From an optimization exercise on the open Yosys and OpenROAD flow, aimed at small area and a short achievable clock period; shortcuts taken in it are not production practice.
Only simulation tests tie the RTL to the original design; equivalence was not proved.
Power figures rest on the tool's default switching activity, not on a simulated workload.

## wip/indigo
Design reduce_instr, start of the top module:
module reduce_instr (
	input  [81:0] packetIn,
	input  [60:0] new_comm,
	input         clk,
	input         rst,
	output        rd_en,
	output [84:0] packetOut
);
Size: about 1600 cells after synthesis, about 230 I/O pins, ~0.014 mm2 of cells after synthesis.
export LEC_CHECK = 0
export ABC_AREA = 1
export CAP_MARGIN = 20
export CORE_MARGIN = 2
export CORE_UTILIZATION = 55
export SLEW_MARGIN = 20
create_clock -name core_clock -period 20.0 [get_ports {clk}]
standard.sh (not shown) runs the stock make flow with config.mk's settings and CLKGATE_MAP_FILE= SYNTH_SCRIPT=/design/flow/synth_recipe.tcl, a recipe that flattens the netlist after the stock synthesis.
==> flow/flow/run.sh <==
#!/bin/bash
# Standard synthesis; its combinational cells re-mapped by ABC for area
# (flip-flops untouched); then the standard layout steps, with buf_1 port
# buffers, a larger setup target for timing repair and a lighter clock tree.
set -euo pipefail
export BUFFER_PORTS_ARGS="-buffer_cell sky130_fd_sc_hd__buf_1"
export SETUP_SLACK_MARGIN=10
export CTS_ARGS="-sink_clustering_enable -repair_clock_nets -buf_list sky130_fd_sc_hd__clkbuf_8 -sink_clustering_size 14 -sink_clustering_max_diameter 80 -dont_use_dummy_load"
bash standard.sh synth > synth.log 2>&1
R=orfs/results/$FLOW_PLATFORM/reduce_instr/base
cp $R/1_2_yosys.v std_synth.v
export REMAP_LIB=$FLOW_HOME/platforms/$FLOW_PLATFORM/lib/sky130_fd_sc_hd__tt_025C_1v80.lib
export REMAP_IN=std_synth.v REMAP_OUT=remapped.v REMAP_TOP=$FLOW_TOP
export REMAP_DONT_USE="$(cat flow/dont_use.txt)"
export REMAP_FAST=flow/fast.abc REMAP_AREA=flow/area.abc
$FLOW_HOME/../tools/install/yosys/bin/yosys -c flow/remap.tcl > remap.log 2>&1
cp remapped.v $R/1_2_yosys.v
rm -f $R/1_synth.odb $R/1_synth.sdc
bash standard.sh finish > finish.log 2>&1
Other scripts of this flow, unchanged in this note and not shown: flow/flow/area.abc, flow/flow/dont_use.txt, flow/flow/fast.abc, flow/flow/remap.tcl
### wip/indigo -> wip/yarrow
--- a/flow/flow/run.sh
+++ b/flow/flow/run.sh
@@ -7 +7 @@
-export SETUP_SLACK_MARGIN=10
+export SETUP_SLACK_MARGIN=9
Findings:
- The multi-input gate share of the layout cell area of wip/yarrow falls short of that of wip/indigo by 0.54 points.
- Peak ir drop on the vdd network for wip/yarrow is higher than for wip/indigo.
- The final layout from wip/yarrow, which completed every stage, passed the timing, DRC and antenna checks at the end of the flow.
- [wip/yarrow] number of filler cells placed in the layout rose 42 relative to wip/indigo
- On clock tree cell share of total cell area, wip/yarrow tracks wip/indigo almost exactly.
- Actual transition at the worst max-transition pin ends up lower on wip/indigo.
- wip/yarrow -> wip/indigo: die area delta 0, exact match
- Summary of the comparison: total wire length is lower in wip/yarrow, relative to wip/indigo.
The inputs of wip/amber differ from those of wip/yarrow as listed below.
--- a/flow/flow/run.sh
+++ b/flow/flow/run.sh
@@ -8 +8 @@
-export CTS_ARGS="-sink_clustering_enable -repair_clock_nets -buf_list sky130_fd_sc_hd__clkbuf_8 -sink_clustering_size 14 -sink_clustering_max_diameter 80 -dont_use_dummy_load"
+export CTS_ARGS="-sink_clustering_enable -repair_clock_nets -buf_list sky130_fd_sc_hd__clkbuf_8 -sink_clustering_size 20 -sink_clustering_max_diameter 60 -dont_use_dummy_load"
Looking at amount of wire on met3 after detailed routing, wip/amber sits 2.5% higher than wip/yarrow does. Looking at wip/yarrow and wip/amber, the combinational cell fraction of total power is a wash. wip/amber vs. wip/yarrow: slew at the pin with the worst max-slew slack went down by 0.0031 ns, count of input and output buffers held, area of all placed cells without fillers level.
Relative to wip/amber, the following input files were edited for wip/maple:
--- a/flow/flow/run.sh
+++ b/flow/flow/run.sh
@@ -7,2 +7,2 @@
-export SETUP_SLACK_MARGIN=9
-export CTS_ARGS="-sink_clustering_enable -repair_clock_nets -buf_list sky130_fd_sc_hd__clkbuf_8 -sink_clustering_size 20 -sink_clustering_max_diameter 60 -dont_use_dummy_load"
+export SETUP_SLACK_MARGIN=8
+export CTS_ARGS="-sink_clustering_enable -repair_clock_nets -buf_list sky130_fd_sc_hd__clkbuf_8 -sink_clustering_size 14 -sink_clustering_max_diameter 80 -dont_use_dummy_load"
==> comparison <==
Taking wip/amber as the reference point, the filler cell count of wip/maple rises by about 4.5%. Side by side, critical path depth turned out higher in wip/maple than in wip/amber. The number of cells in the finished layout apart from fillers of wip/maple falls short of that of wip/amber by 26. Looking at wip/maple and wip/amber, the wire length of the first global-routing pass is a wash. wip/amber has higher combinational power share than wip/maple. | power | wip/amber vs wip/maple | ≈ equal |. wip/amber → wip/maple: global-route total usage across every layer flat; hold slack now sits at about the same level.

-- afterwards: timing with drivers on the ports --
No port has a modelled driver above. Below, the same layouts with a new extraction and two added sets of constraints. Step 1: set_driving_cell puts a clkbuf_16 on clk and a buf_2 on each other input, an assumption about the parent block. Step 2 moves the port delays by t, midway between the first and last clock arrival at a register: inputs arrive t later, outputs are due t later. That takes back most of the time a late clock gives input paths. a / b / c = ideal / step 1 / step 2; a / b = the first two.
run | t (ns) | setup WS [ns] | slew at the worst register clock pin (ns) | worst data-port slew with drivers (ns) | pins driven straight from the clock port
wip/indigo | 0.619 | 9.459 / 9.338 / 9.338 | 0.09 / 0.09 | 0.14 | 1
wip/yarrow | 0.605 | 9.216 / 9.195 / 9.176 | 0.09 / 0.09 | 0.06 | 1
wip/amber | 0.589 | 9.222 / 9.201 / 9.191 | 0.12 / 0.12 | 0.06 | 1
wip/maple | 0.609 | 8.405 / 8.385 / 8.385 | 0.10 / 0.10 | 0.05 | 1
After both steps every run listed still meets setup and hold. For wip/indigo, which loses most, drivers alone change the setup slack by -0.121 ns; drivers and shift together by -0.121 ns.
